What follows belongs to an exercise in optimizing a design on an open flow for small area and a short achievable clock period; a production flow would make more cautious choices. Where RTL was checked, it was by simulation tests only, not by an equivalence proof against the original. For runs 1, 2 and 4 to 6, only the layout was checked, not whether the RTL still works. Power and IR drop assume default switching activity.

==> flow/run.sh <==
#!/bin/bash
# Own layout flow: the standard ORFS flow (same synthesis script and
# register mapping), with
#  - an area-oriented ABC script for the gate mapping (flow/abc_area.script),
#  - plain buffers on the ports instead of the delay cells buffer_ports picks.
# Each tool's output goes to a log file in this folder.
set -euo pipefail
W=$PWD
MARGIN=5.3
# synthesis script: the standard flow's, with abc given our own script
{
  echo "proc abc {args} { set i [lsearch \$args -script]; if {\$i >= 0} { lset args [expr {\$i+1}] $W/flow/abc_area.script }; yosys abc {*}\$args }"
  cat synth_recipe.tcl
} > my_synth.tcl
make -C "$FLOW_HOME" DESIGN_CONFIG=$W/config.mk WORK_HOME=$W/orfs CLKGATE_MAP_FILE= \
  SYNTH_SCRIPT=$W/my_synth.tcl CAP_MARGIN=20 CORE_MARGIN=2 CORE_UTILIZATION=55 SLEW_MARGIN=20 \
  SETUP_SLACK_MARGIN=$MARGIN "BUFFER_PORTS_ARGS=-buffer_cell sky130_fd_sc_hd__buf_2" \
  finish > make_finish.log 2>&1
R=$W/orfs/results/$FLOW_PLATFORM/pluto_spi_stepper/base
: # left out here: write the final layout as DEF
==> flow/abc_area.script <==
strash
&get -n
&fraig -x
&put
scorr
dc2
strash
&get -n
&dch -f
&nf -R 20
&put
topo
dnsize -c
==> standard.sh <==
#!/bin/bash
# synth_recipe.tcl (not shown) runs the flow's synth.tcl, then flattens the netlist and writes it again
# the make line also repeats each setting of config.mk as NAME=value (left out here)
make -C /OpenROAD-flow-scripts/flow DESIGN_CONFIG=/design/flow/config.mk WORK_HOME=/design/flow/orfs CLKGATE_MAP_FILE= SYNTH_SCRIPT=/design/flow/synth_recipe.tcl "${@:-finish}"
==> config.mk <==
export PLATFORM = sky130hd
export DESIGN_NAME = pluto_spi_stepper
export DESIGN_NICKNAME = pluto_spi_stepper
export VERILOG_FILES = /design/flow/design.v
export SDC_FILE = /design/flow/constraint.sdc
export NUM_CORES = 4
export LEC_CHECK = 0
export CAP_MARGIN = 20
export CORE_MARGIN = 2
export CORE_UTILIZATION = 40
export SLEW_MARGIN = 20
==> constraint.sdc <==
create_clock -name core_clock -period 8.0 [get_ports {clk}]
set_input_delay 1.6000 -clock core_clock [delete_from_list [all_inputs] [get_ports {clk}]]
set_output_delay 1.6000 -clock core_clock [all_outputs]
set_load 0.01 [all_outputs]
==> design.v <==
module wdt(clk, rst, ena, cnt, out_en);
input clk, rst, ena, cnt;
output out_en;
reg [6:0] timer;
reg internal_enable;
reg out_en;
wire timer_top = (timer == 7'd127);
always @(posedge clk) begin
    if(rst) begin
        internal_enable <= 0;
        timer <= 0;
    end
    else if(ena) begin
        internal_enable <= 1;
        timer <= 0;
    end
    else if(cnt && !timer_top) timer <= timer + 7'd1;
end
always @(posedge clk)
    out_en <= rst | ena | ~(internal_enable & (timer_top | (cnt & (timer == 7'd126))));
endmodule
module stepgen(clk, rst, enable, position, velocity, dirtime, steptime, pol, pol_n, stepx, dir, tap, step_n, dir_n);
parameter W=12;
parameter F=10;
parameter T=5;
localparam STATE_STEP = 2'd0;
localparam STATE_DIRCHANGE = 2'd1;
localparam STATE_DIRWAIT = 2'd2;
input clk, rst, enable;
output [W+F-1:0] position;
input [F:0] velocity;
input [T-1:0] dirtime, steptime;
input [1:0] tap;
input pol, pol_n;
output stepx, dir;
reg stepx, dir;
output step_n, dir_n;
reg step_n, dir_n;
reg [T-1:0] timer, timer_n;
reg [1:0] state, state_n;
reg ones, ones_n;
reg [W+F-1:0] P;
reg pinc, pdec;
wire [W-1:0] hi = P[W+F-1:F];
wire [W-1:0] upm, dnm;
assign upm[0] = 1'b1;
assign dnm[0] = 1'b1;
genvar k;
generate for (k = 1; k < W; k = k + 1) begin : g_m
	assign upm[k] = &hi[k-1:0];
	assign dnm[k] = ~|hi[k-1:0];
end endgenerate
wire [W-1:0] m = ({W{pinc}} & upm) | ({W{pdec}} & dnm);
assign position = {hi ^ m, P[F-1:0]};
wire [F:0] lo = {1'b0, P[F-1:0]} + {1'b0, velocity[F-1:0]};
wire step = stepx ^ pol;
wire dbit = velocity[F];
wire pbit = P[F + tap];
wire tz = (timer == 0);
wire c1 = (dir != dbit) && (pbit == ones);
reg upd;
always @* begin
	upd = 1'b0;
	state_n = state;
	timer_n = timer;
	dir_n = dir;
	ones_n = ones;
	step_n = step;
	if(enable) begin
		if(!tz) timer_n = timer - 1'd1;
		if(c1) begin
			if(tz) begin
				timer_n = dirtime;
				if(state == STATE_DIRCHANGE) begin
					dir_n = dbit;
					state_n = STATE_DIRWAIT;
				end else begin
					step_n = 0;
					state_n = STATE_DIRCHANGE;
				end
			end
		end else if(state == STATE_DIRWAIT) begin
			if(tz) state_n = STATE_STEP;
		end else begin
			if(tz) begin
				if(pbit != ones) begin
					ones_n = pbit;
					step_n = 1'd1;
					timer_n = steptime;
				end else begin
					step_n = 0;
				end
			end
			upd = (dir == dbit);
		end
	end
	if(rst) begin
		state_n = STATE_STEP;
		timer_n = 0;
		dir_n = 0;
		ones_n = 0;
		step_n = 0;
	end
end
always @(posedge clk) begin
	state <= state_n;
	timer <= timer_n;
	dir <= dir_n;
	ones <= ones_n;
	stepx <= step_n ^ pol_n;
	if(rst) begin
		P <= 0; pinc <= 0; pdec <= 0;
	end else if(upd) begin
		P[F-1:0] <= lo[F-1:0];
		pinc <= lo[F] & ~velocity[F];
		pdec <= ~lo[F] & velocity[F];
	end else begin
		P <= position; pinc <= 0; pdec <= 0;
	end
end
endmodule
module quad(clk, rst, A, B, Z, c, i);
parameter W=14;
input clk, rst, A, B, Z;
output [W-1:0] c, i;
reg [(W-1):0] c, i;
reg [2:0] Ad, Bd;
reg [2:0] Zc;
always @(posedge clk) Ad <= rst ? 3'b0 : {Ad[1:0], A};
always @(posedge clk) Bd <= rst ? 3'b0 : {Bd[1:0], B};
wire good_one = &Zc;
wire good_zero = ~|Zc;
reg last_good;
wire [2:0] Zc_z0 = good_zero ? Zc : Zc - 3'd1;
wire [2:0] Zc_z1 = good_one ? Zc - 3'd1 : Zc + 3'd1;
wire index_pulse = good_one && !last_good;
wire count_enable = Ad[1] ^ Ad[2] ^ Bd[1] ^ Bd[2];
wire count_direction = Ad[1] ^ Bd[2];
wire [W-1:0] upm, dnm;
assign upm[0] = 1'b1;
assign dnm[0] = 1'b1;
genvar k;
generate for (k = 1; k < W; k = k + 1) begin : g_m
    assign upm[k] = &c[k-1:0];
    assign dnm[k] = ~|c[k-1:0];
end endgenerate
wire [W-1:0] cmask = count_direction ? upm : dnm;
always @(posedge clk)
if(rst) begin
    Zc <= 0;
    last_good <= 0;
    c <= 0;
    i <= 0;
end else begin
    Zc <= Z ? Zc_z1 : Zc_z0;
    if(good_one) last_good <= 1;
    else if(good_zero) last_good <= 0;
    if(count_enable) c <= c ^ cmask;
    if(index_pulse) i <= c;
end
endmodule
module pluto_spi_stepper(clk, SCK, MOSI, MISO, SSEL, nRESET, out_en, LED, dout, din, step, dir, quadA, quadB, quadZ, up, down);
parameter W=10;
parameter F=11;
parameter T=4;
parameter QW=14;
input clk;
input SCK, SSEL, MOSI, nRESET;
output MISO;
output LED;
input [12:0] din;
input quadA;
input quadB;
input quadZ;
output out_en;
output [13:0] dout;
output [2:0] step;
output [2:0] dir;
output up;
output down;
wire rst = ~nRESET;
reg [10:0] pc;
wire [10:0] pc_cy;
assign pc_cy[0] = 1'b1;
genvar k;
generate for (k = 1; k < 11; k = k + 1) begin : g_cy
    assign pc_cy[k] = &pc[k-1:0];
end endgenerate
always @(posedge clk) pc <= rst ? 11'd1 : pc ^ pc_cy;
reg stepcnt, cnt_top;
always @(posedge clk) begin
    stepcnt <= rst | (pc[5:0] == 6'd0);
    cnt_top <= ~rst & (pc == 11'd2047);
end
reg [2:0] SCKr;
always @(posedge clk) SCKr <= rst ? 3'b0 : {SCKr[1:0], SCK};
wire SCK_risingedge = (SCKr[2:1]==2'b01);
wire SCK_fallingedge = (SCKr[2:1]==2'b10);
reg [2:0] SSELr;
always @(posedge clk) SSELr <= rst ? 3'b0 : {SSELr[1:0], SSEL};
wire SSEL_active = ~SSELr[1];
wire SSEL_startmessage = (SSELr[2:1]==2'b10);
reg [2:0] bitcnt;
reg byte_received;
reg [4:0] spibytecnt;
reg [7:0] data_recvd;
reg [7:0] data_sent;
reg [7:0] data_outbuf;
always @(posedge clk) begin
	if(rst) begin
		bitcnt <= 0;
		byte_received <= 0;
		data_sent <= 0;
	end else begin
	if(SSEL_startmessage) begin
		bitcnt <= 3'b000;
	end
	if(SSEL_active) begin
		if(SCK_risingedge) begin
			bitcnt <= bitcnt + 3'b001;
			if(bitcnt==3'b000)
				data_sent <= data_outbuf;
		end
		else if(SCK_fallingedge) begin
			data_sent <= {data_sent[6:0], 1'b0};
		end
		byte_received <= SCK_risingedge && (bitcnt==3'b111);
	end
	end
end
wire sb_inc = SSEL_active & ~SCK_risingedge & SCK_fallingedge & (bitcnt == 3'b000);
wire [4:0] spibytecnt_n = rst ? 5'd0 : sb_inc ? spibytecnt + 5'd1 : SSEL_startmessage ? 5'd0 : spibytecnt;
reg sb_is7;
always @(posedge clk) begin
	spibytecnt <= spibytecnt_n;
	sb_is7 <= (spibytecnt_n == 5'd7);
end
always @(posedge clk)
	if(SSEL_active & SCK_risingedge)
		data_recvd <= {data_recvd[6:0], MOSI};
assign MISO = data_sent[7];
reg [7:0] data_inbuf;
reg [F:0] vel0, vel1, vel2;
reg [15:0] pwm0;
reg [13:0] real_dout;
reg [T-1:0] dirtime, steptime;
reg [1:0] tap;
reg Spolarity, Zpolarity;
wire wr = SSEL_active & byte_received;
wire wr_inbuf = wr & ~spibytecnt[0] & (spibytecnt[4:2] != 3'b011) & ~spibytecnt[4];
wire wr1 = wr & (spibytecnt == 5'd1);
wire wr3 = wr & (spibytecnt == 5'd3);
wire wr5 = wr & (spibytecnt == 5'd5);
wire wr7 = wr & sb_is7;
wire wr9 = wr & (spibytecnt == 5'd9);
wire wr11 = wr & (spibytecnt == 5'd11);
wire wr15 = wr & (spibytecnt == 5'd15);
wire [15:0] rword = {data_recvd, data_inbuf};
wire [15:0] pwm0_n = rst ? 16'd0 : wr7 ? rword : pwm0;
wire Spolarity_n = rst ? 1'b0 : wr11 ? data_inbuf[7] : Spolarity;
always @(posedge clk) begin
	pwm0 <= pwm0_n;
	Spolarity <= Spolarity_n;
	if(rst) begin
		data_inbuf <= 0;
		vel0 <= 0;
		vel1 <= 0;
		vel2 <= 0;
		real_dout <= 0;
		tap <= 0;
		steptime <= 0;
		dirtime <= 0;
		Zpolarity <= 0;
	end else begin
		if(wr_inbuf) data_inbuf <= data_recvd;
		if(wr1) vel0 <= rword[F:0];
		if(wr3) vel1 <= rword[F:0];
		if(wr5) vel2 <= rword[F:0];
		if(wr9) real_dout <= rword[13:0];
		if(wr11) begin
			tap <= data_recvd[7:6];
			steptime <= data_recvd[T-1:0];
			dirtime <= data_inbuf[T-1:0];
		end
		if(wr15) Zpolarity <= data_recvd[7];
	end
end
assign dout = real_dout;
wire [W+F-1:0] pos0, pos1, pos2;
wire step0_n, dir0_n;
wire s1_n, d1_n, s2_n, d2_n;
stepgen #(W,F,T) s0(clk, rst, stepcnt, pos0, vel0, dirtime, steptime, Spolarity, Spolarity_n, step[0], dir[0], tap, step0_n, dir0_n);
stepgen #(W,F,T) s1(clk, rst, stepcnt, pos1, vel1, dirtime, steptime, Spolarity, Spolarity_n, step[1], dir[1], tap, s1_n, d1_n);
stepgen #(W,F,T) s2(clk, rst, stepcnt, pos2, vel2, dirtime, steptime, Spolarity, Spolarity_n, step[2], dir[2], tap, s2_n, d2_n);
reg LED;
always @(posedge clk) LED <= step0_n ^ dir0_n;
wire do_enable_wdt = data_recvd[6] & (spibytecnt == 5'b01001) & byte_received;
wdt w(clk, rst, do_enable_wdt, cnt_top, out_en);
wire [10:0] pwmrev_n = {pc[4], pc[5], pc[6], pc[7], pc[8], pc[9], pc[10], pc[3:0]};
wire act_h = pwm_gt(pwm0[10:0], pwm0[14] ? pwmrev_n : pc);
wire act_w = pwm_gt(rword[10:0], rword[14] ? pwmrev_n : pc);
wire up_h = pwm0[12] ^ (~pwm0[15] & act_h);
wire up_w = rword[12] ^ (~rword[15] & act_w);
wire down_h = pwm0[13] ^ (pwm0[15] & act_h);
wire down_w = rword[13] ^ (rword[15] & act_w);
reg up, down;
always @(posedge clk) begin
	up <= ~rst & (wr7 ? up_w : up_h);
	down <= ~rst & (wr7 ? down_w : down_h);
end
function pwm_gt(input [10:0] a, input [10:0] b);
	reg [15:0] g, e;
	reg [7:0] g1, e1;
	reg [3:0] g2, e2;
	reg [1:0] g3, e3;
	integer n;
	begin
		g = {5'b0, a & ~b};
		e = {5'h1f, ~(a ^ b)};
		for (n = 0; n < 8; n = n + 1) begin
			g1[n] = g[2*n+1] | (e[2*n+1] & g[2*n]);
			e1[n] = e[2*n+1] & e[2*n];
		end
		for (n = 0; n < 4; n = n + 1) begin
			g2[n] = g1[2*n+1] | (e1[2*n+1] & g1[2*n]);
			e2[n] = e1[2*n+1] & e1[2*n];
		end
		for (n = 0; n < 2; n = n + 1) begin
			g3[n] = g2[2*n+1] | (e2[2*n+1] & g2[2*n]);
			e3[n] = e2[2*n+1] & e2[2*n];
		end
		pwm_gt = g3[1] | (e3[1] & g3[0]);
	end
endfunction
wire [QW-1:0] qc, qi;
quad q0(clk, rst, quadA, quadB, quadZ^Zpolarity, qc, qi);
reg [7:0] outbuf_r;
always @* begin
	case(spibytecnt)
	5'd0: outbuf_r = pos0[7:0];
	5'd1: outbuf_r = pos0[15:8];
	5'd2: outbuf_r = pos0[W+F-1:16];
	5'd4: outbuf_r = pos1[7:0];
	5'd5: outbuf_r = pos1[15:8];
	5'd6: outbuf_r = pos1[W+F-1:16];
	5'd8: outbuf_r = pos2[7:0];
	5'd9: outbuf_r = pos2[15:8];
	5'd10: outbuf_r = pos2[W+F-1:16];
	5'd12: outbuf_r = qc[7:0];
	5'd13: outbuf_r = {qi[1:0], qc[13:8]};
	5'd14: outbuf_r = qi[9:2];
	5'd15: outbuf_r = {4'b0, qi[13:10]};
	5'd20, 5'd21, 5'd22, 5'd23, 5'd24, 5'd25, 5'd26, 5'd27,
	5'd28, 5'd29, 5'd30, 5'd31: outbuf_r = {3'b0, spibytecnt};
	default: outbuf_r = 8'b0;
	endcase
end
wire sel_in0 = (spibytecnt == 5'd16);
wire sel_in1 = (spibytecnt == 5'd17);
always @(posedge clk) if(SSEL_active)
	data_outbuf <= outbuf_r | ({8{sel_in0}} & din[7:0]) | ({8{sel_in1}} & {quadA, quadB, quadZ, din[12:8]});
endmodule
==> results of run 1 <==
[sequential cells by signal (all words and copies together) (netlist names), 14 cells and up]
register,cells
s1.P,21
q0.c,14
q0.i,14
s0.P,21
pwm0,15
real_dout,14
s2.P,21
[repair_timing]
action	CTS	global route
pin swaps	8	16
endpoints found under the hold margin	0	0
setup buffers	2	6
gates resized for setup	41	66
gates cloned	0	0
endpoints found under the setup margin	62	61
[synthesized netlist by cell type, types with 20 or more instances]
master    number  area (um2)
xor2_1        29       254.0
nand2b_1      20       125.1
ha_1          76       950.9
dfxtp_1      268        5365
xnor2_1       33       289.0
and3_1        28       175.2
a22o_1        37       324.1
a21oi_1      105       525.5
mux2i_1       25       250.2
nand2_1      109       409.1
nand3_1       38       190.2
and2_0        33       206.5
o21ai_0      207        1036
nor2b_1       27       168.9
nor2_1       264       991.0
nor3_1        25       125.1
clkinv_1      61       229.0
[worst max-delay path: stages (launching register included)]
cell and delay, ps:
dfxtp_4 370, or3_4 400, or3_4 360, nor3_4 130, nand2b_1 80, or2_1 240, or4_4 430, nor3_2 170
a41oi_1 60, nor2_1 180, buf_4 130, a21oi_1 50
[kinds of logic (layout without fill, tap and decap cells)]
group | Yosys count | in the layout | share of synthesized area
muxes | 28 | 28 | 0.02345
buffers and inverters | 67 | 179 | 0.02022
adders and majority gates | 79 | 79 | 0.07459
DFF | 284 | 284 | 0.4313
and+or+nand+nor | 581 | 581 | 0.1950
AOI/OAI and AO/OA | 474 | 474 | 0.2154
xor gates and xnor gates | 62 | 62 | 0.04007
[per-stage QoR]
stage	cells	instance area (um2)	power (mW)	hold WS (ps)
floorplan	1575	13560	1.749	374.4
global placement	1946	14200	1.834	380.9
detailed placement	1946	14200	1.844	384.8
CTS	2005	15350	3.271	400.9
global route	2011	15560	3.386	419.2
finish	2011	15560	3.262	401.8
[worst paths after layout]
kind                   end  slack [ps]  cells after the start              start
setup / recovery  q0.c[13]        5290                     11            q0.c[0]
hold / removal    w.out_en         400                      1  w.internal_enable
hold reg to reg   w.out_en         400                      1  w.internal_enable
setup reg to reg  q0.c[13]        5290                     11            q0.c[0]
[layout make-up]
cell class | count | area, um2
fill | 2133 | 8687
multi-input combinational | 1224 | 7664
sequential | 284 | 5874
clock buffer | 45 | 908.4
tap | 324 | 405.4
timing repair buffer | 61 | 362.8
inverter | 61 | 231.5
clock inverter | 12 | 115.1
[metal layers]
metal	up-vias	GRT usage	share of wire
met1	5569	0.3793	0.46
li1	5852	-	-
met2	279	0.4469	0.46
met3	70	0.03929	0.053
met4	0	0.09456	0.028
met5	-	0	0
[power breakdown]
| part | internal (mW) | total [mW] | switching (mW) | leakage (nW) |
|---|---|---|---|---|
| Sequential | 1.48 | 1.53 | 0.0503 | 2.34 |
| Combinational | 0.126 | 0.311 | 0.185 | 3.42 |
| Clock | 0.847 | 1.43 | 0.578 | 0.497 |
| Total | 2.45 | 3.26 | 0.813 | 6.26 |
==> results.txt, run 1 <==
----------------------------------------------------
[Timing]
  Relative slew margins ... 0.3070
  Worst-margin pin slew ... 1039 ps
  Setup TNS ... 0 ps
  Worst-case setup margin in the final layout ... 5295 ps
  Final worst clock skew ... 20.40 ps
  Final worst path period share ... 0.3381
  Final Hold Vio Count ... 0
  Setup repair after global routing missed its margin ... yes
  Pins over their slew limit ... 0
  Highest achievable clock rate ... 369.7 MHz
  Number of failing setup endpoints in the final timing report ... 0
  Post-route minimum period ... 2705 ps

[Finish]
  Layout cells sized above 1 ... 0.1067
  Share of the core filled with cells ... 0.6417
  Relative area change from synthesis to final layout ... 14.82%
  Final net count ... 1763
  Most common cell after layout, fill and taps aside ... nor2_1
  Antenna fix cells ... 0
  Leading cell types in the layout, fill and taps excluded ... nor2_1 (260), dfxtp_1 (249), o21ai_0 (192)

[Setup path]
  Launching element type of the critical path ... flip-flop
  Critical path endpoint category ... flip-flop
  Worst Setup Path Type ... reg -> reg
  Largest fanout on the critical path ... 7
  Arrival time worst endpoint ... 3150 ps
  WP data required ... 8450 ps

[Clock tree]
  Total clock buffers created by CTS ... 31
  H-tree depth ... 1
  Clock latency on the worst-skew pair ... 560 ps
  Maximum count of clock buffers along a single path ... 3
  Root Buffer ... clkbuf_16
  Sink count of the clock tree ... 284
  Post-CTS Hold Buffers ... 0
  Clock tree from TritonCTS ... built
  Clk slew on worst S/H paths ... 60 ps

[Synth]
  Synthesized netlist net count ... 1675
  Number of warning messages in the yosys log ... 4
  Distinct cell type count of the synthesized netlist ... 57
  Cell count after synthesis ... 1575
  Post-Syn Area per Cell ... 8.605 um2
  Seq/Total Area, Yosys ... 0.4313
  Post-Syn Area ... 13550 um2
  Synthesis-stage register bit count ... 284
  Number of synthesized flops with an enable pin ... 16
  Async SR Flop Fraction ... 0
  Prevailing post-synth register cell ... dfxtp_1

[Die]
  Core Rows ... 57
  X dimension of the die ... 161.0 um
  Vertical extent of the die ... 161.0 um
  Core Footprint ... 24250 um2
  Overall die area ... 25910 um2
  Initial Utilization ... 0.5589
  Count of boundary I/O pins ... 46

[Place]
  Worst-case setup slack after placement ... 4214 ps
  Number of buffers added on ports ... 45
  HPWL after detailed placement ... 25950 um
  GP Congestion ... 0.8940

[Route]
  First-pass DRT Iterations ... 5
  Number of nets still failing antenna checks after routing ... 0
  Per-cell routed wire length ... 18.13 um
  Wire length reported by the detailed router ... 36460 um
  Vias after detailed routing ... 11.77k
  Iter 0 DRT Violations ... 997
  Post-detailed-route DRC marker count ... 0
  Mean number of vias per cell ... 5.853

[Status]
  Status ... finished clean

[Global routing]
  Largest net degree at the start of global routing ... 91
  Global-route wire length before repair ... 57700 um
  Global route overflow ... 0
  Number of global-route vias before repair ... 10.96k
  Total track usage ... 0.2756
  Initial antenna violation count ... 0

[Run]
  MaxCap Viol Count ... 0

[Power and ir drop]
  Static Leak ... 6.265 nW
  Peak VDD IR ... 0.1567 mV
  Areal power density over the cells ... 209.7 nW/um2

[Hold path]
  Kind of path behind the tightest hold check ... reg -> reg

----------------------------------------------------
==> run 2, diff against run 1 <==
--- a/design.v
+++ b/design.v
@@ -150,13 +150,14 @@
     Zc <= 0;
     last_good <= 0;
     c <= 0;
-    i <= 0;
 end else begin
     Zc <= Z ? Zc_z1 : Zc_z0;
     if(good_one) last_good <= 1;
     else if(good_zero) last_good <= 0;
     if(count_enable) c <= c ^ cmask;
-    if(index_pulse) i <= c;
+end
+always @(posedge clk) begin
+    if(index_pulse | rst) i <= c & {W{~rst}};
 end
 endmodule
 module pluto_spi_stepper(clk, SCK, MOSI, MISO, SSEL, nRESET, out_en, LED, dout, din, step, dir, quadA, quadB, quadZ, up, down);
@@ -256,34 +257,22 @@
 wire wr11 = wr & (spibytecnt == 5'd11);
 wire wr15 = wr & (spibytecnt == 5'd15);
 wire [15:0] rword = {data_recvd, data_inbuf};
-wire [15:0] pwm0_n = rst ? 16'd0 : wr7 ? rword : pwm0;
 wire Spolarity_n = rst ? 1'b0 : wr11 ? data_inbuf[7] : Spolarity;
+wire [15:0] rword_r = rword & {16{~rst}};
 always @(posedge clk) begin
-	pwm0 <= pwm0_n;
-	Spolarity <= Spolarity_n;
-	if(rst) begin
-		data_inbuf <= 0;
-		vel0 <= 0;
-		vel1 <= 0;
-		vel2 <= 0;
-		real_dout <= 0;
-		tap <= 0;
-		steptime <= 0;
-		dirtime <= 0;
-		Zpolarity <= 0;
-	end else begin
-		if(wr_inbuf) data_inbuf <= data_recvd;
-		if(wr1) vel0 <= rword[F:0];
-		if(wr3) vel1 <= rword[F:0];
-		if(wr5) vel2 <= rword[F:0];
-		if(wr9) real_dout <= rword[13:0];
-		if(wr11) begin
-			tap <= data_recvd[7:6];
-			steptime <= data_recvd[T-1:0];
-			dirtime <= data_inbuf[T-1:0];
-		end
-		if(wr15) Zpolarity <= data_recvd[7];
+	if(wr_inbuf | rst) data_inbuf <= rword_r[15:8];
+	if(wr1 | rst) vel0 <= rword_r[F:0];
+	if(wr3 | rst) vel1 <= rword_r[F:0];
+	if(wr5 | rst) vel2 <= rword_r[F:0];
+	if(wr7 | rst) pwm0 <= rword_r;
+	if(wr9 | rst) real_dout <= rword_r[13:0];
+	if(wr11 | rst) begin
+		tap <= rword_r[15:14];
+		steptime <= rword_r[T+7:8];
+		dirtime <= rword_r[T-1:0];
+		Spolarity <= rword_r[7];
 	end
+	if(wr15 | rst) Zpolarity <= rword_r[15];
 end
 assign dout = real_dout;
 wire [W+F-1:0] pos0, pos1, pos2;
--- a/flow/run.sh
+++ b/flow/run.sh
@@ -6,7 +6,7 @@
 # Each tool's output goes to a log file in this folder.
 set -euo pipefail
 W=$PWD
-MARGIN=5.3
+MARGIN=5.2
 # synthesis script: the standard flow's, with abc given our own script
 {
   echo "proc abc {args} { set i [lsearch \$args -script]; if {\$i >= 0} { lset args [expr {\$i+1}] $W/flow/abc_area.script }; yosys abc {*}\$args }"
==> run 2 against run 1 <==
Compared with the run above: hold slack better by 20 ps; sequential share of layout area up 6.9 points; fmax fell by 1.2%; register-to-register slack got worse by 20 ps; flip-flop and latch count unchanged; count of clock-buffer cells in the layout decreased by 6; setup slack lost 33 ps; highest routed layer unchanged; total power rose by 15%; clock power barely moved; global-route usage is 0.66 points lower; via count decreased by 12%; combinational power is 77% higher.
==> results.txt, run 2 <==
----------------------------------------------------
[Power and ir drop]
  Internal ... 2.722 mW
  Sw Share ... 0.2748
  Areal power density over the cells ... 244.8 nW/um2
  Peak VDD IR ... 0.1678 mV
  Register share of total power ... 0.465
  Relative contribution of combinational cells to total power ... 0.147
  Clock Power Share ... 0.388
  P_sw ... 1.031 mW
  Static Leak ... 6.079 nW

[Die]
  Vertical extent of the die ... 160.4 um
  Overall die area ... 25720 um2
  Initial Utilization ... 0.5563
  Core Footprint ... 24180 um2
  Count of boundary I/O pins ... 46
  Core Rows ... 57
  X dimension of the die ... 160.4 um

[Timing]
  Final worst clock skew ... 12.93 ps
  Final worst path period share ... 0.3423
  Pins over their slew limit ... 0
  Setup repair after global routing missed its margin ... yes
  Final Hold Vio Count ... 0
  Number of failing setup endpoints in the final timing report ... 0
  Highest achievable clock rate ... 365.2 MHz
  Worst-margin pin slew ... 1141 ps
  Setup TNS ... 0 ps
  Relative slew margins ... 0.2333
  Post-route minimum period ... 2739 ps
  Worst-case setup margin in the final layout ... 5261 ps

[Setup path]
  Largest fanout on the critical path ... 1
  Slowest Stage Delay on Critical Path ... 410 ps
  Destination of the critical timing path ... dout[7]
  Source of the critical timing path ... real_dout[7]
  Slowest cell on crit path ... edfxtp_1
  Critical path endpoint category ... primary output
  Worst Setup Path Type ... reg -> out
  Buffers plus inverters on the worst setup path ... 1
  Cell chain of the critical path ... buf_2
  Setup slack, reg-to-reg ... 5270 ps
  R2r worst-path depth ... 8
  Critical register-to-register path endpoint ... data_outbuf[3]
  Reg2reg start ... spibytecnt[0]
  Arrival time worst endpoint ... 1140 ps
  Kind of cell adding the most delay to the critical path ... flip-flops
  Number of gates on the worst path with buffers counted ... 1
  Launching element type of the critical path ... flip-flop
  WP data required ... 6400 ps

[Run]
  MaxCap Viol Count ... 0

[Clock tree]
  Post-CTS Hold Buffers ... 0
  Maximum count of clock buffers along a single path ... 3
  Clk slew on worst S/H paths ... 60 ps
  Sink count of the clock tree ... 284
  H-tree depth ... 1
  Clock tree from TritonCTS ... built
  Total clock buffers created by CTS ... 31
  Clock latency on the worst-skew pair ... 570 ps
  Root Buffer ... clkbuf_16

[Synth]
  Synthesis-stage register bit count ... 284
  Distinct cell type count of the synthesized netlist ... 49
  Cell count after synthesis ... 1322
  Number of warning messages in the yosys log ... 4
  Synthesized netlist net count ... 1422
  Post-Syn Area ... 13450 um2
  Largest cells by area after synthesis ... edfxtp_1 (26%), dfxtp_1 (25%), ha_1 (7.1%), o21ai_0 (4.2%), nand2_1 (3.8%)
  Proportion of netlist area held by the largest area contributor ... 0.2568
  Async SR Flop Fraction ... 0
  Prevailing post-synth register cell ... dfxtp_1
  Seq/Total Area, Yosys ... 0.5083
  Count leader, synth ... dfxtp_1
  Dominant cell type by area after synthesis ... edfxtp_1
  Post-Syn Area per Cell ... 10.17 um2
  Number of synthesized flops with an enable pin ... 115
  Synth top cells by count ... dfxtp_1 (169), nand2_1 (135), edfxtp_1 (115)

[Hold path]
  Kind of path behind the tightest hold check ... reg -> reg
  Cells on Worst Hold Path ... 1

[Route]
  Wire length reported by the detailed router ... 34420 um
  Post-detailed-route DRC marker count ... 0
  Vias after detailed routing ... 10.32k
  First-pass DRT Iterations ... 7
  Number of nets still failing antenna checks after routing ... 0
  Iter 0 DRT Violations ... 900
  Mean number of vias per cell ... 5.881
  Per-cell routed wire length ... 19.62 um

[Finish]
  Layout cells sized above 1 ... 0.1028
  Leading cell types in the layout, fill and taps excluded ... dfxtp_1 (164), nand2_1 (134), edfxtp_1 (115)
  Antenna fix cells ... 0
  Final net count ... 1505
  Relative area change from synthesis to final layout ... 13.99%
  Most common cell after layout, fill and taps aside ... dfxtp_1
  Share of the core filled with cells ... 0.6341
  Registers with the most flip-flops ... s0.P (21), s1.P (21), s2.P (21)

[Global routing]
  Highest-utilization routing layer at the global route stage ... met2
  Global-route wire length before repair ... 54410 um
  Total track usage ... 0.2690
  Global route overflow ... 0
  Met1 GRT Util ... 0.3976
  Number of global-route vias before repair ... 9729
  Global routing met2 resource utilization ... 0.4179
  GR Layer Usage met3 ... 0.04416
  Initial antenna violation count ... 0
  Largest net degree at the start of global routing ... 75

[Place]
  Worst-case setup slack after placement ... 4294 ps
  Number of buffers added on ports ... 45
  HPWL after detailed placement ... 24600 um
  GP Congestion ... 0.9603

[Status]
  Status ... finished clean

----------------------------------------------------
[run 2: cell types whose count changed after synthesis, sizes merged, moves of 6 or more]
| cell | delta |
|---|---|
| dfxtp | -99 |
| nor2 | -176 |
| nand3 | -6 |
| nand2 | +26 |
| edfxtp | +99 |
| a21oi | -17 |
| nor2b | -8 |
| and2 | +22 |
| o21ai | -93 |
[run 2: final cells by class]
cell class / instances / area [um2]
clock inverters: 19 / 195.2
flip-flops and latches: 284 / 6843
well taps: 324 / 405.4
clock buffers: 39 / 858.3
fillers: 2014 / 8846
multi-input cells: 966 / 6462
inverters: 66 / 249.0
repair buffers: 56 / 317.8
[run 2: worst min path at each step]
stage,to,slack [ps],startpoint
after floorplan,w.out_en,370,w.internal_enable
after CTS,pc[0],420,pc[0]
final,pc[0],420,pc[0]
after detailed placement,pc[0],410,pc[0]
after global routing,pc[0],440,pc[0]
after global placement,pc[0],400,pc[0]
[run 2: layer usage]
metal | part of all wire | vias to the layer above
li1 | - | 5046
met1 | 0.47 | 4890
met2 | 0.44 | 324
met3 | 0.067 | 55
met4 | 0.023 | 0
met5 | 0 | -
[run 2: timing repair]
action / CTS / global route
resized for setup: 7 / 46
setup buffers: 0 / 2
setup endpoints to repair: 65 / 30
pin swaps: 0 / 6
[run 2: cell families (layout without fill, tap and decap cells)]
| family | count (synthesis) | in the layout | share of synthesized area |
|---|---|---|---|
| buffers and inverters | 72 | 180 | 0.02177 |
| adder cells (fa/ha/maj) | 79 | 79 | 0.07517 |
| AO/OA/AOI/OAI | 359 | 359 | 0.1721 |
| flip-flops | 284 | 284 | 0.5083 |
| multiplexers | 25 | 25 | 0.02149 |
| XOR/XNOR | 71 | 71 | 0.04624 |
| AND/OR/NAND/NOR | 432 | 432 | 0.1549 |
[run 2: through the flow]
step | power [mW] | instance area, um2 | std cells | hold WS (ps)
after detailed placement | 2.294 | 14110 | 1694 | 406.4
after floorplan | 2.124 | 13450 | 1322 | 374.4
after CTS | 3.749 | 15180 | 1752 | 421.4
final | 3.753 | 15330 | 1754 | 422.2
after global routing | 3.925 | 15330 | 1754 | 443.0
after global placement | 2.284 | 14110 | 1694 | 399.1
[run 2: power by group through the flow]
stage / clock [mW] / combinational, mW / sequential (mW)
finish: 1.46 / 0.552 / 1.74
global route: 1.54 / 0.630 / 1.76
CTS: 1.48 / 0.530 / 1.74
detailed placement: 0 / 0.525 / 1.77
global placement: 0 / 0.515 / 1.77
floorplan: 0 / 0.391 / 1.73
==> run 3, diff against run 2 <==
--- a/design.v
+++ b/design.v
@@ -110,12 +110,11 @@
 	stepx <= step_n ^ pol_n;
 	if(rst) begin
 		P <= 0; pinc <= 0; pdec <= 0;
-	end else if(upd) begin
-		P[F-1:0] <= lo[F-1:0];
-		pinc <= lo[F] & ~velocity[F];
-		pdec <= ~lo[F] & velocity[F];
 	end else begin
-		P <= position; pinc <= 0; pdec <= 0;
+		P[W+F-1:F] <= position[W+F-1:F];
+		if(upd) P[F-1:0] <= lo[F-1:0];
+		pinc <= upd & lo[F] & ~velocity[F];
+		pdec <= upd & ~lo[F] & velocity[F];
 	end
 end
 endmodule
--- a/flow/run.sh
+++ b/flow/run.sh
@@ -14,7 +14,7 @@
 } > my_synth.tcl
 make -C "$FLOW_HOME" DESIGN_CONFIG=$W/config.mk WORK_HOME=$W/orfs CLKGATE_MAP_FILE= \
   SYNTH_SCRIPT=$W/my_synth.tcl CAP_MARGIN=20 CORE_MARGIN=2 CORE_UTILIZATION=55 SLEW_MARGIN=20 \
-  SETUP_SLACK_MARGIN=$MARGIN "BUFFER_PORTS_ARGS=-buffer_cell sky130_fd_sc_hd__buf_2" \
+  SETUP_SLACK_MARGIN=$MARGIN CTS_CLUSTER_SIZE=27 CTS_CLUSTER_DIAMETER=100 "BUFFER_PORTS_ARGS=-buffer_cell sky130_fd_sc_hd__buf_2" \
   finish > make_finish.log 2>&1
 R=$W/orfs/results/$FLOW_PLATFORM/pluto_spi_stepper/base
 : # left out here: write the final layout as DEF
==> run 3 against run 2 <==
Compared with the run above: synthesized area is 0.22% lower; combinational power grew 3%; sequential share of layout area rose by 1.7 points.
==> results.txt, run 3 <==
----------------------------------------------------
[Status]
  Status ... finished clean

[Die]
  Core Footprint ... 24110 um2
  X dimension of the die ... 160.2 um
  Vertical extent of the die ... 160.2 um
  Initial Utilization ... 0.5567
  Core Rows ... 57
  Count of boundary I/O pins ... 46
  Overall die area ... 25660 um2

[Timing]
  Hold WS ... 446.0 ps
  Setup repair after global routing missed its margin ... yes
  Setup TNS ... 0 ps
  Final worst clock skew ... 21.02 ps
  Post-route minimum period ... 2704 ps
  Worst-case setup margin in the final layout ... 5296 ps
  Number of failing setup endpoints in the final timing report ... 0
  Final Hold Vio Count ... 0
  Worst-margin pin slew ... 1040 ps
  Highest achievable clock rate ... 369.8 MHz
  Final worst path period share ... 0.3380
  Relative slew margins ... 0.3059
  Pins over their slew limit ... 0

[Route]
  Iter 0 DRT Violations ... 843
  Mean number of vias per cell ... 5.815
  Post-detailed-route DRC marker count ... 0
  Number of nets still failing antenna checks after routing ... 0
  Vias after detailed routing ... 10.04k
  Wire length reported by the detailed router ... 32650 um
  Per-cell routed wire length ... 18.91 um
  First-pass DRT Iterations ... 6

[Synth]
  Number of warning messages in the yosys log ... 4
  Seq/Total Area, Yosys ... 0.5095
  Proportion of netlist area held by the largest area contributor ... 0.2573
  Number of synthesized flops with an enable pin ... 115
  Prevailing post-synth register cell ... dfxtp_1
  Post-Syn Area ... 13420 um2
  Count leader, synth ... dfxtp_1
  Synth top cells by count ... dfxtp_1 (169), a21oi_1 (119), edfxtp_1 (115), o21ai_0 (115), nand2_1 (107)
  Async SR Flop Fraction ... 0
  Distinct cell type count of the synthesized netlist ... 55
  Dominant cell type by area after synthesis ... edfxtp_1
  Largest cells by area after synthesis ... edfxtp_1 (26%), dfxtp_1 (25%), ha_1 (7.1%), a21oi_1 (4.4%), o21ai_0 (4.3%)
  Post-Syn Area per Cell ... 10.15 um2
  Synthesis-stage register bit count ... 284
  Synthesized netlist net count ... 1422
  Cell count after synthesis ... 1322

[Finish]
  Leading cell types in the layout, fill and taps excluded ... dfxtp_1 (162), edfxtp_1 (115), a21oi_1 (109)
  Final net count ... 1494
  Registers with the most flip-flops ... s0.P (21), s1.P (21), s2.P (21)
  Layout cells sized above 1 ... 0.09772
  Finished Cell Area ... 14780 um2
  Share of the core filled with cells ... 0.6133
  Fin cells ... 1726
  Antenna fix cells ... 0
  Most common cell after layout, fill and taps aside ... dfxtp_1
  Relative area change from synthesis to final layout ... 10.16%

[Setup path]
  Cell chain of the critical path ... buf_2
  WP data required ... 6400 ps
  Arrival time worst endpoint ... 1100 ps
  Worst Setup Path Type ... reg -> out
  Critical path endpoint category ... primary output
  Slowest Stage Delay on Critical Path ... 440 ps
  Source of the critical timing path ... real_dout[7]
  Slowest cell on crit path ... edfxtp_1
  Reg2reg start ... s0.P[0]
  Largest fanout on the critical path ... 1
  Kind of cell adding the most delay to the critical path ... flip-flops
  Launching element type of the critical path ... flip-flop
  Buffers plus inverters on the worst setup path ... 1

[Global routing]
  Number of global-route vias before repair ... 9410
  Global route overflow ... 0
  Global-route wire length before repair ... 51870 um
  Initial antenna violation count ... 0
  Total track usage ... 0.2548
  Largest net degree at the start of global routing ... 65

[Place]
  Area of placed instances ... 14080 um2
  Worst-case setup slack after placement ... 4149 ps
  Number of buffers added on ports ... 45
  Total instance count after detailed placement ... 1693
  HPWL after detailed placement ... 23740 um
  GP Congestion ... 0.8941

[Power and ir drop]
  P_sw ... 0.9069 mW
  Clock Power Share ... 0.263
  Areal power density over the cells ... 212.8 nW/um2
  Total power ... 3.146 mW
  Peak VDD IR ... 0.1801 mV
  Register share of total power ... 0.556
  Static Leak ... 5.852 nW
  Internal ... 2.239 mW
  Relative contribution of combinational cells to total power ... 0.181
  Sw Share ... 0.2883

[Clock tree]
  H-tree depth ... 1
  Clk slew on worst S/H paths ... 110 ps
  Root Buffer ... clkbuf_16
  Clock latency on the worst-skew pair ... 510 ps
  Clock tree from TritonCTS ... built
  Maximum count of clock buffers along a single path ... 3
  Sink count of the clock tree ... 284
  Total clock buffers created by CTS ... 14

[Run]
  MaxCap Viol Count ... 0

[Hold path]
  Beginning of the worst hold path ... pc[0]
  Kind of path behind the tightest hold check ... reg -> reg

----------------------------------------------------
## run 3: cell types whose count changed after synthesis, moves of 6 or more
cell      previous run  this run
a22o_1              36         1
clkinv_1            66        60
o21a_1               2        10
and2_0              55        78
a21oi_1             88       119
nor3_1              24        33
nand2_1            135       107
nor2_1              88        95
o211a_1              3         9
## run 3: repair_timing
item                       4_1_cts  5_1_grt
setup endpoints to repair       84       58
hold buffers                     0        0
resized for setup               13       70
pin swaps                        2       25
setup buffers                    0        9
## run 3: power groups by stage
stage	Clock, mW	Sequential, mW	Combinational (mW)
2_1_floorplan	0	1.74	0.412
3_3_place_gp	0	1.78	0.531
3_5_place_dp	0	1.78	0.543
4_1_cts	0.850	1.75	0.550
5_1_grt	0.901	1.76	0.655
6_report	0.827	1.75	0.571
## run 3: routing by layer
metal / vias up / wire length [um] / GRT usage
met2: 244 / 14670 / 0.4020
met1: 4779 / 15450 / 0.3768
met3: 42 / 1936 / 0.03455
met4: 0 / 588 / 0.05528
li1: 4971 / - / -
met5: - / 0 / 0
## run 3: path summary, 6_finish.rpt
| path | to | slack (ps) | depth (start not counted) |
|---|---|---|---|
| worst max-delay path | dout[7] | 5300 | 1 |
| worst min-delay path | pc[0] | 450 | 1 |
| worst max register to register | s0.P[10] | 5330 | 15 |
| worst min register to register | pc[0] | 450 | 1 |
## run 3: cell families after synthesis
group / share of synthesized area
muxes: 0.02079
xor gates and xnor gates: 0.04895
buffers and inverters: 0.02014
AOI/OAI and AO/OA: 0.1662
adders and majority gates: 0.07534
DFF: 0.5095
and+or+nand+nor: 0.1592
## run 3: area by class of cell
| type | count | area [um2] |
|---|---|---|
| clock buffers | 22 | 411.6 |
| clock inverters | 2 | 13.76 |
| fillers | 2100 | 9323 |
| inverters | 60 | 235.2 |
| multi-input cells | 972 | 6497 |
| flip-flops and latches | 284 | 6848 |
| well taps | 324 | 405.4 |
| repair buffers | 62 | 371.6 |
==> run 4, diff against run 3 <==
--- a/design.v
+++ b/design.v
@@ -264,7 +264,6 @@
 	if(wr3 | rst) vel1 <= rword_r[F:0];
 	if(wr5 | rst) vel2 <= rword_r[F:0];
 	if(wr7 | rst) pwm0 <= rword_r;
-	if(wr9 | rst) real_dout <= rword_r[13:0];
 	if(wr11 | rst) begin
 		tap <= rword_r[15:14];
 		steptime <= rword_r[T+7:8];
@@ -273,6 +272,9 @@
 	end
 	if(wr15 | rst) Zpolarity <= rword_r[15];
 end
+always @(posedge clk)
+	if(rst) real_dout <= 0;
+	else if(wr9) real_dout <= rword[13:0];
 assign dout = real_dout;
 wire [W+F-1:0] pos0, pos1, pos2;
 wire step0_n, dir0_n;
--- a/flow/run.sh
+++ b/flow/run.sh
@@ -6,7 +6,7 @@
 # Each tool's output goes to a log file in this folder.
 set -euo pipefail
 W=$PWD
-MARGIN=5.2
+MARGIN=5.35
 # synthesis script: the standard flow's, with abc given our own script
 {
   echo "proc abc {args} { set i [lsearch \$args -script]; if {\$i >= 0} { lset args [expr {\$i+1}] $W/flow/abc_area.script }; yosys abc {*}\$args }"
==> run 4 against run 3 <==
Compared with the run above: die area increased by 0.54%; sequential share of layout area is 1.9 points lower; first-iteration DRC count up 6.8%; clock power fell by 1%; synthesized area up 0.56%; synthesized cell count increased by 3.4%; total power up 1.7%; final cell count increased by 3.2%; critical path type is now reg -> reg; largest power group unchanged; highest routed layer unchanged.
==> results.txt, run 4 <==
----------------------------------------------------
[Power and ir drop]
  Peak VDD IR ... 0.1569 mV
  Static Leak ... 6.010 nW
  Areal power density over the cells ... 211.2 nW/um2
  Total power ... 3.200 mW

[Setup path]
  Cell chain of the critical path ... or3_4 > or3_4 > or3_4 > nor2_4 > nand2_2 > or3_4 > nor4_4 > a31oi_1 > a21oi_2 > o21ai_1 > a21oi_1
  Launching element type of the critical path ... flip-flop
  Setup slack, reg-to-reg ... 5300 ps
  Worst Setup Path Type ... reg -> reg
  R2r worst-path depth ... 11
  Reg2reg start ... q0.c[0]
  Largest fanout on the critical path ... 3
  Slowest cell on crit path ... or3_4
  Critical register-to-register path endpoint ... q0.c[13]
  WP data required ... 8440 ps
  Critical path endpoint category ... flip-flop
  Critical Path Most Common Cell ... or3_4
  Arrival time worst endpoint ... 3130 ps
  Slowest Stage Delay on Critical Path ... 380 ps

[Status]
  Status ... finished clean

[Synth]
  Number of synthesized flops with an enable pin ... 101
  Synth Area in Compound Gates ... 0.1718
  Largest family of logic cells by synthesized area ... simple AND/OR/NAND/NOR gates
  Synthesized netlist net count ... 1467
  Number of warning messages in the yosys log ... 4
  Synth top cells by count ... dfxtp_1 (183), o21ai_0 (130), nor2_1 (119)
  Count leader, synth ... dfxtp_1
  Post-Syn Area per Cell ... 9.871 um2
  Post-Syn Area ... 13490 um2
  Synthesis-stage register bit count ... 284
  Prevailing post-synth register cell ... dfxtp_1
  Dominant cell type by area after synthesis ... dfxtp_1
  Distinct cell type count of the synthesized netlist ... 56
  Largest cells by area after synthesis ... dfxtp_1 (27%), edfxtp_1 (22%), ha_1 (7.0%), o21ai_0 (4.8%), and2_0 (4.0%)
  Post-synthesis share of cell area spent on xor and xnor gates ... 0.04349
  Post-synthesis adder-cell area fraction ... 0.07492
  Cell count after synthesis ... 1367
  Proportion of netlist area held by the largest area contributor ... 0.2715
  Async SR Flop Fraction ... 0
  Simple-Gate Fraction of Synth Area ... 0.1738
  Portion of netlist area occupied by mux cells ... 0.02003
  Seq/Total Area, Yosys ... 0.4962

[Finish]
  Most common cell after layout, fill and taps aside ... dfxtp_1
  Antenna fix cells ... 0
  Total of fill cells in the finished design ... 2046
  Leading cell types in the layout, fill and taps excluded ... dfxtp_1 (164), nor2_1 (114), o21ai_0 (112)
  Registers with the most flip-flops ... s0.P (21), s1.P (21), s2.P (21)
  Final net count ... 1551
  Layout cells sized above 1 ... 0.1324
  Relative area change from synthesis to final layout ... 12.29%
  Fin cells ... 1782

[Clock tree]
  H-tree depth ... 1
  Total clock buffers created by CTS ... 14
  Post-CTS Hold Buffers ... 0
  Sink count of the clock tree ... 284
  Root Buffer ... clkbuf_16
  Clock latency on the worst-skew pair ... 500 ps
  Maximum count of clock buffers along a single path ... 3
  Clock tree from TritonCTS ... built
  Clk slew on worst S/H paths ... 100 ps

[Timing]
  Hold WS ... 422.4 ps
  Final worst path period share ... 0.3372
  Highest achievable clock rate ... 370.7 MHz
  Final worst clock skew ... 19.94 ps
  Pins over their slew limit ... 0
  Post-route minimum period ... 2697 ps
  Final Hold Vio Count ... 0
  Setup repair after global routing missed its margin ... yes
  Worst-margin pin slew ... 931.3 ps
  Setup TNS ... 0 ps
  Number of failing setup endpoints in the final timing report ... 0
  Relative slew margins ... 0.3791

[Place]
  Number of buffers added on ports ... 45
  Total instance count after detailed placement ... 1738
  GP Congestion ... 0.8349
  HPWL after detailed placement ... 23210 um

[Global routing]
  Largest net degree at the start of global routing ... 120
  Global route overflow ... 0
  Global-route wire length before repair ... 52230 um
  Number of global-route vias before repair ... 9607
  Total track usage ... 0.2557
  Initial antenna violation count ... 0
  Highest-utilization routing layer at the global route stage ... met2
  GR Layer Usage met3 ... 0.02712
  Met1 GRT Util ... 0.3714
  Global routing met2 resource utilization ... 0.4122

[Route]
  Per-cell routed wire length ... 18.79 um
  First-pass DRT Iterations ... 7
  Wire length reported by the detailed router ... 33490 um
  Mean number of vias per cell ... 5.837
  Iter 0 DRT Violations ... 900
  Number of nets still failing antenna checks after routing ... 0
  Vias after detailed routing ... 10.40k
  Post-detailed-route DRC marker count ... 0

[Die]
  Core Rows ... 57
  Count of boundary I/O pins ... 46
  Core Footprint ... 24180 um2
  X dimension of the die ... 160.6 um
  Vertical extent of the die ... 160.6 um
  Overall die area ... 25800 um2
  Initial Utilization ... 0.5581

[Hold path]
  Kind of path behind the tightest hold check ... reg -> reg
  Min-Delay Endpoint ... pc[0]
  Cells on Worst Hold Path ... 1
  Beginning of the worst hold path ... pc[0]

[Run]
  MaxCap Viol Count ... 0

----------------------------------------------------
[run 4: cell families (layout without fill, tap and decap cells)]
group / Yosys count / after routing
adders and majority gates: 79 / 79
and+or+nand+nor: 475 / 475
buffers and inverters: 65 / 156
DFF: 284 / 284
xor gates and xnor gates: 67 / 67
muxes: 23 / 23
AOI/OAI and AO/OA: 374 / 374
[run 4: cell type report]
type / count / area, um2 / share of cell area
Tap cell: 324 / 405.4 / 0.02675
Timing Repair Buffer: 74 / 490.5 / 0.03237
Sequential cell: 284 / 6735 / 0.4445
Clock inverter: 1 / 16.27 / 0.001073
Clock buffer: 22 / 401.6 / 0.02651
Multi-Input combinational cell: 1018 / 6869 / 0.4533
Inverter: 59 / 234.0 / 0.01544
[run 4: worst max-delay path: cells and delay by family (launching register included)]
kind / cells / cell delay [ps]
AND/OR/NAND/NOR: 7 / 1810
flip-flops: 1 / 350
AO/OA/AOI/OAI: 4 / 470
[run 4: worst max-delay path by stage]
stage	depth (start not counted)	to	start	slack [ps]
after floorplan	4	data_outbuf[2]	din[10]	5450
after global placement	3	pwm0[6]	nRESET	4270
after detailed placement	3	pwm0[5]	nRESET	4270
after CTS	11	q0.c[13]	q0.c[0]	5310
after global routing	16	s2.P[10]	vel2[0]	5160
final	11	q0.c[13]	q0.c[0]	5300
[run 4: power by group]
| part | switching [mW] | total, mW | leakage [nW] | internal, mW |
|---|---|---|---|---|
| clock network | 0.461 | 0.817 | 0.200 | 0.356 |
| logic | 0.358 | 0.643 | 3.27 | 0.285 |
| registers | 0.115 | 1.74 | 2.54 | 1.62 |
[run 4: what timing repair did]
item / CTS / global route
cloned: 0 / 1
endpoints found under the setup margin: 158 / 78
gates resized for setup: 68 / 79
setup buffers: 5 / 15
pin swaps: 13 / 59
[run 4: routing by layer]
metal  up-vias  part of all wire
li1       5125                 -
met1      4991              0.47
met2       231              0.46
met3        54             0.047
met4         0             0.024
met5         -                 0
[run 4: stage by stage]
stage	setup WS [ps]	instance area (um2)	util
final	5303	15150	0.6267
after global routing	5155	15150	0.6267
after CTS	5312	14790	0.6118
after detailed placement	4266	14160	0.5856
after global placement	4271	14150	0.5855
after floorplan	5447	13490	-
==> run 5, diff against run 4 <==
--- a/flow/run.sh
+++ b/flow/run.sh
@@ -6,14 +6,14 @@
 # Each tool's output goes to a log file in this folder.
 set -euo pipefail
 W=$PWD
-MARGIN=5.35
+MARGIN=5.2
 # synthesis script: the standard flow's, with abc given our own script
 {
   echo "proc abc {args} { set i [lsearch \$args -script]; if {\$i >= 0} { lset args [expr {\$i+1}] $W/flow/abc_area.script }; yosys abc {*}\$args }"
   cat synth_recipe.tcl
 } > my_synth.tcl
 make -C "$FLOW_HOME" DESIGN_CONFIG=$W/config.mk WORK_HOME=$W/orfs CLKGATE_MAP_FILE= \
-  SYNTH_SCRIPT=$W/my_synth.tcl CAP_MARGIN=20 CORE_MARGIN=2 CORE_UTILIZATION=55 SLEW_MARGIN=20 \
+  SYNTH_SCRIPT=$W/my_synth.tcl CAP_MARGIN=20 CORE_MARGIN=2 CORE_UTILIZATION=65 SLEW_MARGIN=20 \
   SETUP_SLACK_MARGIN=$MARGIN CTS_CLUSTER_SIZE=27 CTS_CLUSTER_DIAMETER=100 "BUFFER_PORTS_ARGS=-buffer_cell sky130_fd_sc_hd__buf_2" \
   finish > make_finish.log 2>&1
 R=$W/orfs/results/$FLOW_PLATFORM/pluto_spi_stepper/base
==> run 5 against run 4 <==
Compared with the run above: setup slack got worse by 51 ps; synthesized area unchanged; final cell count decreased by 3.9%; critical path type is now in -> reg; sequential share of layout area increased by 1.1 points; design area decreased by 2.8%; core utilization increased by 9.9 points; non-clock buffer count decreased by 17.
==> results.txt, run 5 <==
----------------------------------------------------
[Run]
  MaxCap Viol Count ... 0

[Power and ir drop]
  Peak VDD IR ... 0.1768 mV
  Total power ... 3.156 mW
  Static Leak ... 5.871 nW
  Areal power density over the cells ... 214.3 nW/um2

[Synth]
  Post-Syn Area per Cell ... 9.871 um2
  Synth top cells by count ... dfxtp_1 (183), o21ai_0 (130), nor2_1 (119)
  Post-Syn Area ... 13490 um2
  Post-synthesis share of cell area spent on xor and xnor gates ... 0.04349
  Portion of netlist area occupied by mux cells ... 0.02003
  Cell count after synthesis ... 1367
  Post-synthesis adder-cell area fraction ... 0.07492
  Proportion of netlist area held by the largest area contributor ... 0.2715
  Seq/Total Area, Yosys ... 0.4962
  Synthesis-stage register bit count ... 284
  Prevailing post-synth register cell ... dfxtp_1
  Largest cells by area after synthesis ... dfxtp_1 (27%), edfxtp_1 (22%), ha_1 (7.0%), o21ai_0 (4.8%), and2_0 (4.0%)
  Simple-Gate Fraction of Synth Area ... 0.1738
  Number of warning messages in the yosys log ... 4
  Distinct cell type count of the synthesized netlist ... 56
  Largest family of logic cells by synthesized area ... simple AND/OR/NAND/NOR gates
  Count leader, synth ... dfxtp_1
  Synthesized netlist net count ... 1467
  Async SR Flop Fraction ... 0
  Synth Area in Compound Gates ... 0.1718
  Number of synthesized flops with an enable pin ... 101
  Dominant cell type by area after synthesis ... dfxtp_1

[Timing]
  Setup TNS ... 0 ps
  Final worst path period share ... 0.3435
  Highest achievable clock rate ... 363.9 MHz
  Pins over their slew limit ... 0
  Relative slew margins ... 0.3531
  Post-route minimum period ... 2748 ps
  Number of failing setup endpoints in the final timing report ... 0
  Final worst clock skew ... 36.11 ps
  Setup repair after global routing missed its margin ... yes
  Final Hold Vio Count ... 0
  Worst-case setup margin in the final layout ... 5252 ps
  Worst-margin pin slew ... 968.4 ps

[Route]
  Vias after detailed routing ... 10.44k
  Post-detailed-route DRC marker count ... 0
  Number of nets still failing antenna checks after routing ... 0
  Mean number of vias per cell ... 6.099
  First-pass DRT Iterations ... 6
  Per-cell routed wire length ... 18.33 um
  Iter 0 DRT Violations ... 937
  Wire length reported by the detailed router ... 31370 um

[Setup path]
  Launching element type of the critical path ... input port
  Largest fanout on the critical path ... 86
  Critical path endpoint category ... flip-flop
  WP data required ... 8400 ps
  Worst Setup Path Type ... in -> reg
  Arrival time worst endpoint ... 3150 ps

[Die]
  X dimension of the die ... 148.1 um
  Count of boundary I/O pins ... 46
  Core Footprint ... 20300 um2
  Vertical extent of the die ... 148.1 um
  Initial Utilization ... 0.6648
  Overall die area ... 21930 um2
  Core Rows ... 52

[Global routing]
  Initial antenna violation count ... 1
  Global route overflow ... 0
  Global-route wire length before repair ... 48710 um
  Total track usage ... 0.2797
  Largest net degree at the start of global routing ... 87
  Number of global-route vias before repair ... 9297

[Finish]
  Total area of multi-input combinational cells ... 6686 um2
  Antenna fix cells ... 0
  Fin cells ... 1712
  Finished Cell Area ... 14730 um2
  Leading cell types in the layout, fill and taps excluded ... dfxtp_1 (175), nor2_1 (117), o21ai_0 (117)
  Registers with the most flip-flops ... s0.P (21), s1.P (21), s2.P (21)
  Total of fill cells in the finished design ... 1549
  Relative area change from synthesis to final layout ... 9.151%
  Final net count ... 1534
  Most common cell after layout, fill and taps aside ... dfxtp_1
  Seq. cell area ... 6716 um2
  Layout cells sized above 1 ... 0.08183

[Place]
  GP Congestion ... 0.9217
  Number of buffers added on ports ... 45
  Area of placed instances ... 14070 um2
  HPWL after detailed placement ... 22260 um
  Total instance count after detailed placement ... 1684
  Worst-case setup slack after placement ... 4182 ps

[Clock tree]
  Root Buffer ... clkbuf_16
  Clock latency on the worst-skew pair ... 510 ps
  Post-CTS Hold Buffers ... 0
  Clock tree from TritonCTS ... built
  Sink count of the clock tree ... 284
  H-tree depth ... 1
  Maximum count of clock buffers along a single path ... 3
  Total clock buffers created by CTS ... 14
  Clk slew on worst S/H paths ... 110 ps

[Hold path]
  Kind of path behind the tightest hold check ... reg -> reg

[Status]
  Status ... finished clean

----------------------------------------------------
## run 5: cell counts after synthesis
Identical to the previous run, type by type.
## run 5: kinds of logic (layout without fill, tap and decap cells)
| kind of cell | after synthesis | count (layout) |
|---|---|---|
| AOI/OAI and AO/OA | 374 | 374 |
| muxes | 23 | 23 |
| DFF | 284 | 284 |
| adders and majority gates | 79 | 79 |
| and+or+nand+nor | 475 | 475 |
| xor gates and xnor gates | 67 | 67 |
| buffers and inverters | 65 | 140 |
## run 5: cell type report
cell class                      instances  share of cell area
Timing Repair Buffer                   57             0.02345
Inverter                               59             0.01504
Sequential cell                       284              0.4560
Tap cell                              270             0.02294
Clock inverter                          1            0.001104
Clock buffer                           23             0.02752
Multi-Input combinational cell       1018              0.4540
## run 5: per-layer routing
layer | global-route usage | vias up | wire, um
met3 | 0.03129 | 40 | 1791
met5 | 0 | - | 0
li1 | - | 5093 | -
met2 | 0.4454 | 296 | 14560
met4 | 0.05810 | 0 | 598
met1 | 0.4184 | 5012 | 14420
## run 5: worst max-delay path: stages
cell and delay [ps]:
buf_6 310, buf_16 300, o21ai_0 260, nor3_1 280, nand2_1 100, nor4_1 210
## run 5: repair_timing
item | CTS | global route
pin swaps | 0 | 10
setup endpoints to repair | 122 | 21
gates resized for setup | 11 | 59
buffers inserted | 0 | 4
## run 5: through the flow
| step | utilization | hold slack (ps) |
|---|---|---|
| floorplan | - | 386.3 |
| finish | 0.7256 | 426.6 |
| detailed placement | 0.6934 | 408.9 |
| global route | 0.7256 | 450.8 |
| global placement | 0.6934 | 399.1 |
| CTS | 0.7157 | 431.8 |
## run 5: final timing paths
check / depth (start not counted) / end / from / slack, ps
max: 6 / sb_is7 / nRESET / 5250
min reg2reg: 1 / pc[0] / pc[0] / 430
min: 1 / pc[0] / pc[0] / 430
max reg2reg: 10 / data_outbuf[2] / spibytecnt[0] / 5280
## run 5: power breakdown
group	switching [mW]	internal (mW)	leakage (nW)	total, mW
sequential	0.115	1.62	2.53	1.74
combinational	0.342	0.263	3.14	0.605
clock	0.455	0.357	0.201	0.812
==> run 6, diff against run 5 <==
--- a/flow/run.sh
+++ b/flow/run.sh
@@ -12,8 +12,8 @@
   echo "proc abc {args} { set i [lsearch \$args -script]; if {\$i >= 0} { lset args [expr {\$i+1}] $W/flow/abc_area.script }; yosys abc {*}\$args }"
   cat synth_recipe.tcl
 } > my_synth.tcl
-make -C "$FLOW_HOME" DESIGN_CONFIG=$W/config.mk WORK_HOME=$W/orfs CLKGATE_MAP_FILE= \
-  SYNTH_SCRIPT=$W/my_synth.tcl CAP_MARGIN=20 CORE_MARGIN=2 CORE_UTILIZATION=65 SLEW_MARGIN=20 \
+make -C "$FLOW_HOME" DESIGN_CONFIG=$W/config.mk WORK_HOME=$W/orfs CLKGATE_MAP_FILE= ADDER_MAP_FILE= \
+  SYNTH_SCRIPT=$W/my_synth.tcl CAP_MARGIN=20 CORE_MARGIN=2 CORE_UTILIZATION=55 SLEW_MARGIN=20 \
   SETUP_SLACK_MARGIN=$MARGIN CTS_CLUSTER_SIZE=27 CTS_CLUSTER_DIAMETER=100 "BUFFER_PORTS_ARGS=-buffer_cell sky130_fd_sc_hd__buf_2" \
   finish > make_finish.log 2>&1
 R=$W/orfs/results/$FLOW_PLATFORM/pluto_spi_stepper/base
==> run 6 against run 5 <==
Compared with the run above: setup slack worse by 11 ps; synthesized area shrank 5.9%; global-route usage fell by 1.5 points; sequential power about the same; via count down 4.0%; count of clock-buffer cells in the layout did not move; first-iteration DRC count rose by 4.2%; routed wire length rose by 3.1%.
==> results.txt, run 6 <==
----------------------------------------------------
[Finish]
  Leading cell types in the layout, fill and taps excluded ... dfxtp_1 (180), nand2_1 (125), nor2_1 (112)
  Layout cells sized above 1 ... 0.09130
  Final net count ... 1393
  Antenna fix cells ... 0
  Registers with the most flip-flops ... s0.P (21), s1.P (21), s2.P (21)
  Finished Cell Area ... 14010 um2
  Most common cell after layout, fill and taps aside ... dfxtp_1
  Relative area change from synthesis to final layout ... 10.36%

[Die]
  X dimension of the die ... 155.9 um
  Core Rows ... 55
  Core Footprint ... 22640 um2
  Count of boundary I/O pins ... 46
  Initial Utilization ... 0.5609
  Vertical extent of the die ... 155.9 um
  Overall die area ... 24320 um2

[Synth]
  Prevailing post-synth register cell ... dfxtp_1
  Largest cells by area after synthesis ... dfxtp_1 (29%), edfxtp_1 (24%), o21ai_0 (4.5%), and2_0 (4.4%), a21oi_1 (4.3%)
  Number of synthesized flops with an enable pin ... 101
  Dominant cell type by area after synthesis ... dfxtp_1
  Count leader, synth ... dfxtp_1
  Post-Syn Area ... 12700 um2
  Synthesized netlist net count ... 1319
  Cell count after synthesis ... 1298
  Number of warning messages in the yosys log ... 4
  Async SR Flop Fraction ... 0
  Synth top cells by count ... dfxtp_1 (183), nand2_1 (129), nor2_1 (114)
  Proportion of netlist area held by the largest area contributor ... 0.2885
  Post-Syn Area per Cell ... 9.783 um2
  Distinct cell type count of the synthesized netlist ... 56
  Synthesis-stage register bit count ... 284
  Seq/Total Area, Yosys ... 0.5273

[Place]
  GP Congestion ... 0.8943
  HPWL after detailed placement ... 23360 um
  Number of buffers added on ports ... 45
  Area of placed instances ... 13320 um2

[Route]
  Number of nets still failing antenna checks after routing ... 0
  Post-detailed-route DRC marker count ... 0
  Per-cell routed wire length ... 19.42 um
  Iter 0 DRT Violations ... 976
  Mean number of vias per cell ... 6.019
  Wire length reported by the detailed router ... 32340 um
  Vias after detailed routing ... 10.02k
  First-pass DRT Iterations ... 7

[Setup path]
  Reg2reg start ... vel2[1]
  R2r worst-path depth ... 10
  Cell chain of the critical path ... buf_2
  Critical path endpoint category ... primary output
  Arrival time worst endpoint ... 1160 ps
  Worst Setup Path Type ... reg -> out
  WP data required ... 6400 ps
  Slowest Stage Delay on Critical Path ... 470 ps
  Critical register-to-register path endpoint ... s2.P[10]
  Launching element type of the critical path ... flip-flop
  Slowest cell on crit path ... dfxtp_1
  Setup slack, reg-to-reg ... 5260 ps
  Largest fanout on the critical path ... 2
  Buffers plus inverters on the worst setup path ... 1
  Kind of cell adding the most delay to the critical path ... flip-flops

[Power and ir drop]
  Static Leak ... 5.195 nW
  Internal ... 2.183 mW
  Clock Power Share ... 0.268
  Relative contribution of combinational cells to total power ... 0.163
  Register share of total power ... 0.569
  P_sw ... 0.8704 mW
  Sw Share ... 0.2850
  Peak VDD IR ... 0.1437 mV
  Areal power density over the cells ... 217.9 nW/um2

[Timing]
  Relative slew margins ... 0.3054
  Worst-margin pin slew ... 1040 ps
  Final worst clock skew ... 17.96 ps
  Number of failing setup endpoints in the final timing report ... 0
  Final worst path period share ... 0.3449
  Highest achievable clock rate ... 362.4 MHz
  Final Hold Vio Count ... 0
  Pins over their slew limit ... 0
  Post-route minimum period ... 2759 ps
  Setup TNS ... 0 ps
  Setup repair after global routing missed its margin ... yes

[Hold path]
  Min-Delay Endpoint ... q0.Bd[1]
  Cells on Worst Hold Path ... 1
  Beginning of the worst hold path ... q0.Bd[0]
  Kind of path behind the tightest hold check ... reg -> reg

[Status]
  Status ... finished clean

[Global routing]
  Total track usage ... 0.2644
  Initial antenna violation count ... 0
  Global route overflow ... 0
  Largest net degree at the start of global routing ... 63
  Global-route wire length before repair ... 49870 um
  Number of global-route vias before repair ... 9027

[Run]
  MaxCap Viol Count ... 0

[Clock tree]
  Sink count of the clock tree ... 284
  Clock tree from TritonCTS ... built
  Maximum count of clock buffers along a single path ... 3
  Total clock buffers created by CTS ... 14
  Root Buffer ... clkbuf_16
  H-tree depth ... 1
  Clock latency on the worst-skew pair ... 500 ps
  Clk slew on worst S/H paths ... 110 ps

----------------------------------------------------
run 6: changes by cell type after synthesis, sizes merged, moves of 7 or more:
| cell | previous run | this run |
|---|---|---|
| or2 | 7 | 17 |
| nor2b | 32 | 16 |
| a211oi | 3 | 11 |
| xnor2 | 42 | 58 |
| clkinv | 59 | 26 |
| o22ai | 2 | 9 |
| xor2 | 25 | 43 |
| nor3 | 19 | 28 |
| nand2 | 114 | 129 |
| o21ai | 130 | 113 |
| ha | 76 | 0 |
| a22oi | 18 | 26 |
| o211a | 11 | 1 |
run 6: worst max path at each step:
stage                         from       end  depth (start not counted)
after floorplan            vel2[1]  s2.P[10]                         10
after global placement      nRESET  s2.stepx                          5
after detailed placement    nRESET  s2.stepx                          5
after CTS                   nRESET  s1.stepx                          5
after global routing       vel2[1]  s2.P[10]                         10
final                     s1.stepx   step[1]                          1
run 6: layout make-up:
type	instances	area, um2
Clock buffer	23	405.4
Timing Repair Buffer	64	385.4
Sequential cell	284	6703
Inverter	26	102.6
Tap cell	285	356.6
Clock inverter	1	16.27
Multi-Input combinational cell	982	6045
Fill cell	1957	8627
run 6: kinds of logic (layout without fill, tap and decap cells):
family	after synthesis	in the layout	share of synthesized area
compound gates	358	358	0.1728
xor+xnor	101	101	0.06966
fa+ha+maj	6	6	0.004730
buf+inv	32	114	0.01123
flops	284	284	0.5273
mux	25	25	0.02266
simple gates	492	492	0.1915
run 6: stage by stage:
step	cells	setup slack [ps]	utilization	hold slack [ps]	total power [mW]
global route	1665	5125	0.6190	462.2	3.189
floorplan	1298	5241	-	411.7	2.068
CTS	1655	5054	0.6114	449.7	3.040
global placement	1629	4289	0.5885	415.0	2.215
detailed placement	1629	4228	0.5885	421.9	2.225
finish	1665	5241	0.6190	446.4	3.054
run 6: timing repair:
| action | in CTS | in global routing |
|---|---|---|
| buffers inserted | 2 | 10 |
| gates resized for setup | 28 | 28 |
| hold buffers | 0 | 0 |
| pin swaps | 5 | 16 |
| hold endpoints to repair | 0 | 0 |
| setup endpoints to repair | 90 | 42 |
run 6: routing by layer:
layer  up-vias  track usage  part of all wire  wire length, um
met3        49      0.03333             0.060             1930
met4         0      0.07296             0.025              816
met2       293       0.4319              0.47            15060
met1      4785       0.3732              0.45            14530
met5         -            0                 0                0
li1       4894            -                 -                -
run 6: worst register-to-register path: stages (launching register included):
cell and delay (ps):
edfxtp_1 460, xnor2_2 210, o21ai_2 90, maj3_2 320, maj3_2 320, maj3_2 340
o211ai_1 320, a311oi_2 170, o21ai_1 190, xnor2_1 140, a21oi_1 80
run 6: power by group through the flow:
stage               logic (mW)  registers (mW)  clock network, mW
floorplan                0.351            1.72                  0
global placement         0.452            1.76                  0
detailed placement       0.460            1.77                  0
CTS                      0.472            1.73              0.833
global route             0.557            1.75              0.880
finish                   0.498            1.74              0.818

Check on run 6: ideal ports give 5.241 ns setup slack; a clkbuf_16 on the clock port and buf_2 on the inputs give 5.193 ns; moving port delays by the midpoint clock arrival (0.542 ns) as well gives 4.912 ns.
